This is an optimization exercise on Yosys and OpenROAD, whose aim is small area, not a production implementation.
The flow treats the clock pin as an ideal source, which a real chip does not have.
Power figures rest on the tool's default switching activity, not on a simulated workload.

==> flow/design.v <==
module top(
    input clk,
    input rst,
    input spi_miso,
    output uart_tx,
    output spi_clk,
    output spi_cs,
    output spi_mosi,
    output led_green,
    output led_blue
);
    reg [5:0] p;     
    reg [2:0] s;     
    reg [4:0] u;     
    localparam [5:0] P24 = 6'd48, P49 = 6'd9;    
    localparam [4:0] U12 = 5'd5,  U24 = 5'd20;   
    wire pt   = (p == P49);
    wire rise = pt & (s == 3'd3);               
    wire tick = (p == P24) & (u == U12);        
    wire oclk = s[2];                           
    always @(posedge clk) begin
        if (rst || pt)
            p <= 6'd0;
        else
            p <= {p[4:0], ~(p[5] ^ p[4])};
    end
    always @(posedge clk) begin
        if (rst) begin
            s <= 3'd0;
            u <= 5'd0;
        end else if (pt) begin
            s <= s + 3'd1;
            u <= (u == U24) ? 5'd0 : {u[3:0], ~(u[4] ^ u[2])};
        end
    end
    localparam PRE = 3'd0, GAP = 3'd1, UART = 3'd2,
               INIT1 = 3'd4, INIT2 = 3'd5, READ1 = 3'd6, READ2 = 3'd7;
    reg [2:0] sg;
    reg [4:0] j;
    reg       r1;    
    reg [3:0] b;     
    wire frame_end = tick & (b == 4'd9);
    always @(posedge clk) begin
        if (rst) begin
            sg <= PRE;
            j <= 5'd30;
        end else if (sg == UART) begin
            if (frame_end) begin
                if (j == 5'd2) begin sg <= PRE; j <= 5'd31; end
                else j <= j + 5'd1;
            end
        end else if (rise) begin
            if (j == 5'd17 && sg[2]) begin
                case (sg)
                    INIT1:   j <= r1 ? 5'd31 : 5'd21;
                    INIT2:   begin sg <= GAP; j <= 5'd11; end
                    READ1:   j <= 5'd31;
                    default: begin sg <= UART; j <= 5'd0; end
                endcase
            end else begin
                j <= j + 5'd1;
                if (j == 5'd31)
                    case (sg)
                        PRE:     sg <= INIT1;
                        INIT1:   sg <= INIT2;
                        GAP:     sg <= READ1;
                        default: sg <= READ2;
                    endcase
            end
        end
    end
    always @(posedge clk) begin
        if (rst)
            r1 <= 1'b1;
        else if (frame_end && sg == UART && j == 5'd0)
            r1 <= 1'b0;
    end
    wire clr = (sg == PRE) && (j == 5'd30);     
    function [15:0] frame(input [1:0] t);
        case (t)
            2'd0: frame = 16'h3101;
            2'd1: frame = 16'h2D08;
            2'd2: frame = 16'hB200;
            default: frame = 16'hB300;
        endcase
    endfunction
    wire [1:0] tr = sg[1:0];
    wire       intr = sg[2];
    reg mosi;
    always @(posedge clk) begin
        if (rst)
            mosi <= 1'b0;
        else if (pt && s == 3'd7 && intr && j <= 5'd15)
            mosi <= frame(tr) >> (5'd15 - j);
    end
    assign spi_mosi = mosi;
    assign spi_cs   = ~(intr && j <= 5'd16);
    assign spi_clk  = ~(intr && j <= 5'd15 && !oclk);
    wire run = r1 | (sg == UART);
    always @(posedge clk) begin
        if (rst)
            b <= 4'd10;
        else if (tick) begin
            if (b == 4'd10)
                b <= run ? 4'd0 : 4'd10;
            else
                b <= b + 4'd1;
        end
    end
    reg [15:0] sum;
    wire data_bit = r1 ? 1'b0 :
                    (j == 5'd0) ? (b == 4'd3 || b == 4'd5) :
                    sum[8];
    assign uart_tx = (b == 4'd1) ? 1'b0 :
                     (b >= 4'd2 && b <= 4'd9) ? data_bit : 1'b1;
    wire urot = tick && b >= 4'd2 && b <= 4'd9 && sg == UART && j != 5'd0;
    reg  [12:0] d;       
    reg  [2:0]  r;       
    reg         pend;    
    reg         blue, green;
    wire bits = rise && j >= 5'd8 && j <= 5'd15;      
    wire rd1  = bits && sg == READ1 && j != 5'd15;    
    wire rd2  = bits && sg == READ2;                  
    wire rdq  = rd2 && j >= 5'd10;                    
    wire post = pt && sg == READ2 && j == 5'd16 && s != 3'd3;  
    wire       dvb = rd2 ? spi_miso : d[12];
    wire [3:0] r4  = {r, dvb};
    wire       qb  = (r4 >= 4'd5);
    wire [3:0] rn  = qb ? r4 - 4'd5 : r4;
    reg  [7:0] c;        
    reg        xpend, act;
    wire       xact = act && (c < 8'd13);
    always @(posedge clk) begin
        if (rd1)
            d <= {d[11:0], spi_miso};
        else if (rdq || post)
            d <= {d[11:0], qb};
        else if (xact)
            d <= {d[12], d[12:1]};
    end
    always @(posedge clk) begin
        if (rd2 || post)
            r <= rn[2:0];
        else if (sg != READ2)
            r <= 3'd0;
    end
    always @(posedge clk) begin
        if (rd2 && j == 5'd8)
            pend <= spi_miso;
    end
    reg [129:0] ring;
    always @(posedge clk) begin
        ring <= {ring[128:0], xact ? d[0] : (ring[129] & ~clr)};
    end
    always @(posedge clk) begin
        if (rst) begin
            c <= 8'd0;
            xpend <= 1'b0;
            act <= 1'b0;
        end else begin
            if (act && c == 8'd15)
                c <= 8'd3;
            else if (c == 8'd129)
                c <= 8'd0;
            else
                c <= c + 8'd1;
            if (rise && sg == READ2 && j == 5'd16)
                xpend <= 1'b1;
            else if (c == 8'd129)
                xpend <= 1'b0;
            if (xpend && c == 8'd129)
                act <= 1'b1;
            else if (c == 8'd15)
                act <= 1'b0;
        end
    end
    reg  bw, cy;
    wire nb  = xact & d[0];
    wire ob  = xact & ring[129];
    wire db  = nb ^ ob ^ bw;
    wire sb  = sum[0] ^ db ^ cy;
    always @(posedge clk) begin
        if (act) begin
            bw <= (~nb & ob) | (~(nb ^ ob) & bw);
            cy <= (sum[0] & db) | (cy & (sum[0] ^ db));
        end else begin
            bw <= 1'b0;
            cy <= 1'b0;
        end
    end
    always @(posedge clk) begin
        if (act)
            sum <= {sb, sum[15:1]};
        else if (urot)
            sum <= {sum[0], sum[15:1]};
        else if (clr)
            sum <= {1'b0, sum[15:1]};
    end
    always @(posedge clk) begin
        if (rst) begin
            blue <= 1'b0;
            green <= 1'b0;
        end else if (sg == UART) begin
            blue <= pend;
            if (j == 5'd0 && p != 6'd0)
                green <= (sum >= 16'd36) && (sum <= 16'd65500);
        end
    end
    assign led_blue  = blue;
    assign led_green = green;
endmodule
clock: 30.0 ns
lec_check: 0
cap_margin: 20
core_margin: 2
core_utilization: 80
cts_cluster_diameter: 80
cts_cluster_size: 32
slew_margin: 20
run.sh (not shown) runs the stock make flow with config.mk's settings and CLKGATE_MAP_FILE= SYNTH_SCRIPT=/design/flow/synth_recipe.tcl, a recipe that flattens the netlist after the stock synthesis.
Change:
- CORE_UTILIZATION: 80 -> 70
- CTS_CLUSTER_DIAMETER: 80 -> 100
- CTS_CLUSTER_SIZE: 32 -> 30
Worst setup slack improves by 150 ps.
Fmax went up by 1.6%.
Sequential power hardly moves.
Via count went down by about 13%.
Final cell count went up by about 1.3%.
Clock skew went down by 11 ps.
Area after synthesis is unchanged.
Utilization went down by 13 points.
Design area went down by about 0.33%.
Global-route usage went down by 14 points.
Routed wire length went down by 28%.
Change:
==> flow/flow/run.sh (new file) <==
#!/bin/bash
# Layout flow: the standard ORFS flow (standard synthesis unchanged) with
#  - clock tree synthesis without dummy loads and with larger sink clusters,
#  - the smallest buffer on the ports,
#  - cells on paths with slack downsized after clock tree synthesis.
# Each tool's output goes to the ORFS logs under orfs/logs; make's own output
# goes to flow_make.log in the work folder.
set -euo pipefail
here=$(cd "$(dirname "$0")" && pwd)
export CTS_ARGS="-sink_clustering_enable -repair_clock_nets -dont_use_dummy_load -sink_clustering_size 30 -sink_clustering_max_diameter 100"
export BUFFER_PORTS_ARGS="-buffer_cell sky130_fd_sc_hd__buf_1"
export POST_CTS_TCL="$here/post_cts.tcl"
bash standard.sh finish > flow_make.log 2>&1
==> flow/flow/post_cts.tcl (new file) <==
# Downsize cells wherever the timing slack allows, then legalize again.
estimate_parasitics -placement
repair_timing -recover_power 100
detailed_placement
check_placement -verbose
==> flow/standard.sh (new file) <==
#!/bin/bash
# synth_recipe.tcl (not shown) runs the flow's synth.tcl, then flattens the netlist and writes it again
# the make line also repeats each setting of config.mk as NAME=value (left out here)
make -C /OpenROAD-flow-scripts/flow DESIGN_CONFIG=/design/flow/config.mk WORK_HOME=/design/flow/orfs CLKGATE_MAP_FILE= SYNTH_SCRIPT=/design/flow/synth_recipe.tcl "${@:-finish}"
- CTS_CLUSTER_DIAMETER: 100 -> default
- CTS_CLUSTER_SIZE: 30 -> default
removed: flow/run.sh
After rerunning: Global-route usage goes down by 1.2 points. Non-clock buffer count increases by 1. Total power is lower by a few percent. Routed wire length decreases by a few percent. Synthesized area does not change. Worst hold slack degrades by 20 ps. Cell area went down slightly. Maximum frequency went up by a few percent. Synthesized cell count is unchanged.
Function was not checked in any run of this note: the RTL went through the layout flow alone.

separate check: timing with driven ports:
The flow's constraints put no driver on any port. The routed layouts listed below were extracted and timed again, unchanged, in two steps.
Step 1, drivers: a clkbuf_16 drives clk and a buf_2 each remaining input, both assumed.
Step 2 moves the port delays by t, midway between the first and last clock arrival at a register: inputs arrive t later, outputs are due t later. That takes back most of the time a late clock gives input paths.
Slacks: no drivers / after step 1 / after step 2; pairs: no drivers / after step 1.
run	t (ns)	slack for setup (ns)	worst setup path after step 2
the first run	0.514	20.687 / 20.655 / 21.169	register to output
the second run	0.515	20.837 / 20.803 / 21.318	register to output
the third run	0.490	21.203 / 21.170 / 21.660	register to output
After both steps every run listed still meets setup and hold.
